Context: an optimization exercise on an open-source flow, tuned for small area. The choices shown serve that exercise and are no tape-out recipe. In this exercise RTL edits were held to simulation tests only and were not proved equivalent to the original. Power and IR drop assume default switching activity.

==> module PKT_Detector, before the edit <==
module PKT_Detector #(
    parameter   DATA_WIDTH    = 8   ,
                PKT_CNT_WIDTH = 4   ,
                OUT_PKT_WIDTH = 160
) (
    input   logic                           reset     ,
    input   logic                           clk       ,
    input   logic   [DATA_WIDTH - 1 : 0]    data_in   ,
    input   logic                           dataK     ,
    output  logic   [PKT_CNT_WIDTH - 1 : 0] PKT_count ,
    output  logic   [OUT_PKT_WIDTH - 1 : 0] PKT       ,
    output  logic                           MRd       ,
    output  logic                           MWr       ,
    output  logic                           IORd      ,
    output  logic                           IOWr      ,
    output  logic                           CfgRd0    ,
    output  logic                           CfgWr0    ,
    output  logic                           CfgRd1    ,
    output  logic                           CfgWr1    ,
    output  logic                           Cpl       ,
    output  logic                           Cp1D
);
logic [151:0] dl;
logic [4:0]   cnt;
logic [143:0] body;       
logic         valid;      
logic         pulse;      
wire last = (cnt == 5'd20);
wire good = last && (dl[7:0] == 8'hFD);
always_ff @(posedge clk) dl <= {dl[143:0], data_in};
always_ff @(posedge clk or negedge reset) begin
    if (!reset)
        cnt <= 5'd0;
    else if (cnt == 5'd0)
        cnt <= {4'd0, (data_in == 8'hFB) && dataK};
    else if (last)
        cnt <= 5'd0;
    else
        cnt <= cnt + 5'd1;
end
logic [143:0] incoming;
always_comb
    for (int k = 1; k <= 18; k++)
        incoming[8*(k-1) +: 8] = dl[8*(19-k) +: 8];
always_ff @(posedge clk or negedge reset) begin
    if (!reset) begin
        body      <= '0;
        valid     <= 1'b0;
        pulse     <= 1'b0;
        PKT_count <= '0;
    end else begin
        pulse <= good;
        if (good) begin
            body      <= incoming;
            valid     <= 1'b1;
            PKT_count <= PKT_count + 4'd1;
        end
    end
end
assign PKT = {valid ? 8'hFD : 8'h00, body, valid ? 8'hFB : 8'h00};
wire [7:0] ty = body[23:16];    
assign MRd    = pulse && ty == 8'h00;
assign MWr    = pulse && ty == 8'h01;
assign IORd   = pulse && ty == 8'h02;
assign IOWr   = pulse && ty == 8'h42;
assign CfgRd0 = pulse && ty == 8'h04;
assign CfgWr0 = pulse && ty == 8'h44;
assign CfgRd1 = pulse && ty == 8'h05;
assign CfgWr1 = pulse && ty == 8'h45;
assign Cpl    = pulse && ty == 8'h0a;
assign Cp1D   = pulse && ty == 8'h4a;
endmodule
clock: 5.0 ns
lec_check: 0
cap_margin: 20
core_margin: 2
core_utilization: 40
slew_margin: 20
run.sh (not shown) runs the stock make flow with config.mk's settings and CLKGATE_MAP_FILE= SYNTH_SCRIPT=/design/flow/synth_recipe.tcl, a recipe that flattens the netlist after the stock synthesis.
Rerun with:
--- a/flow/design.v
+++ b/flow/design.v
@@ -20,17 +20,19 @@
     output  logic                           Cpl       ,
     output  logic                           Cp1D
 );
 logic [151:0] dl;
 logic [4:0]   cnt;
 logic [143:0] body;       
-logic         valid;      
+logic         valid_n;    
 logic         pulse;      
 wire last = (cnt == 5'd20);
 wire good = last && (dl[7:0] == 8'hFD);
-always_ff @(posedge clk) dl <= {dl[143:0], data_in};
+logic [151:0] dl_n;
+always_ff @(posedge clk) dl_n <= {dl_n[143:0], ~data_in};
+assign dl = ~dl_n;
 always_ff @(posedge clk or negedge reset) begin
     if (!reset)
         cnt <= 5'd0;
     else if (cnt == 5'd0)
         cnt <= {4'd0, (data_in == 8'hFB) && dataK};
     else if (last)
@@ -39,28 +41,30 @@
         cnt <= cnt + 5'd1;
 end
 logic [143:0] incoming;
 always_comb
     for (int k = 1; k <= 18; k++)
         incoming[8*(k-1) +: 8] = dl[8*(19-k) +: 8];
+logic [143:0] body_n;     
+always_ff @(posedge clk)
+    if (good) body_n <= ~incoming;    
+assign body = ~body_n;
 always_ff @(posedge clk or negedge reset) begin
     if (!reset) begin
-        body      <= '0;
-        valid     <= 1'b0;
+        valid_n   <= 1'b1;
         pulse     <= 1'b0;
         PKT_count <= '0;
     end else begin
         pulse <= good;
         if (good) begin
-            body      <= incoming;
-            valid     <= 1'b1;
+            valid_n   <= 1'b0;
             PKT_count <= PKT_count + 4'd1;
         end
     end
 end
-assign PKT = {valid ? 8'hFD : 8'h00, body, valid ? 8'hFB : 8'h00};
+assign PKT = {!valid_n ? 8'hFD : 8'h00, body & ~{144{valid_n}}, !valid_n ? 8'hFB : 8'h00};
 wire [7:0] ty = body[23:16];    
 assign MRd    = pulse && ty == 8'h00;
 assign MWr    = pulse && ty == 8'h01;
 assign IORd   = pulse && ty == 8'h02;
 assign IOWr   = pulse && ty == 8'h42;
 assign CfgRd0 = pulse && ty == 8'h04;
=>
- total power goes down by about 0.6%
- non-clock buffer count fell by 1
- global-route usage shrinks by 1.0 points
- register-to-register slack loses 0.12 ns
- routed wire length shrinks by 14%
- sequential cell count is unchanged
- clock power decreases by about 6%

[re-timing with driven ports]
The results above use ideal ports. As a check the final layouts listed here were re-extracted and re-timed, cells and wires unchanged.
Step 1 assumes that a clkbuf_16 drives the clock port and a buf_2 every other input.
Step 2, shift: input delay + t, output delay - t, t = (earliest + latest rising clock arrival at the registers) / 2. This alone moves slack from input paths to output paths.
Three values: ideal ports, drivers, drivers and shift; two values: the first two.
run	shift t [ns]	setup WS [ns]	worst setup path at the end	worst data-port slew with drivers (ns)	pins driven straight from the clock port
the first run	0.585	1.167 / 1.125 / 1.710	register to output	0.04	1
the second run	0.559	1.457 / 1.415 / 1.974	register to output	0.04	1
After both steps setup and hold are still met in every run listed.
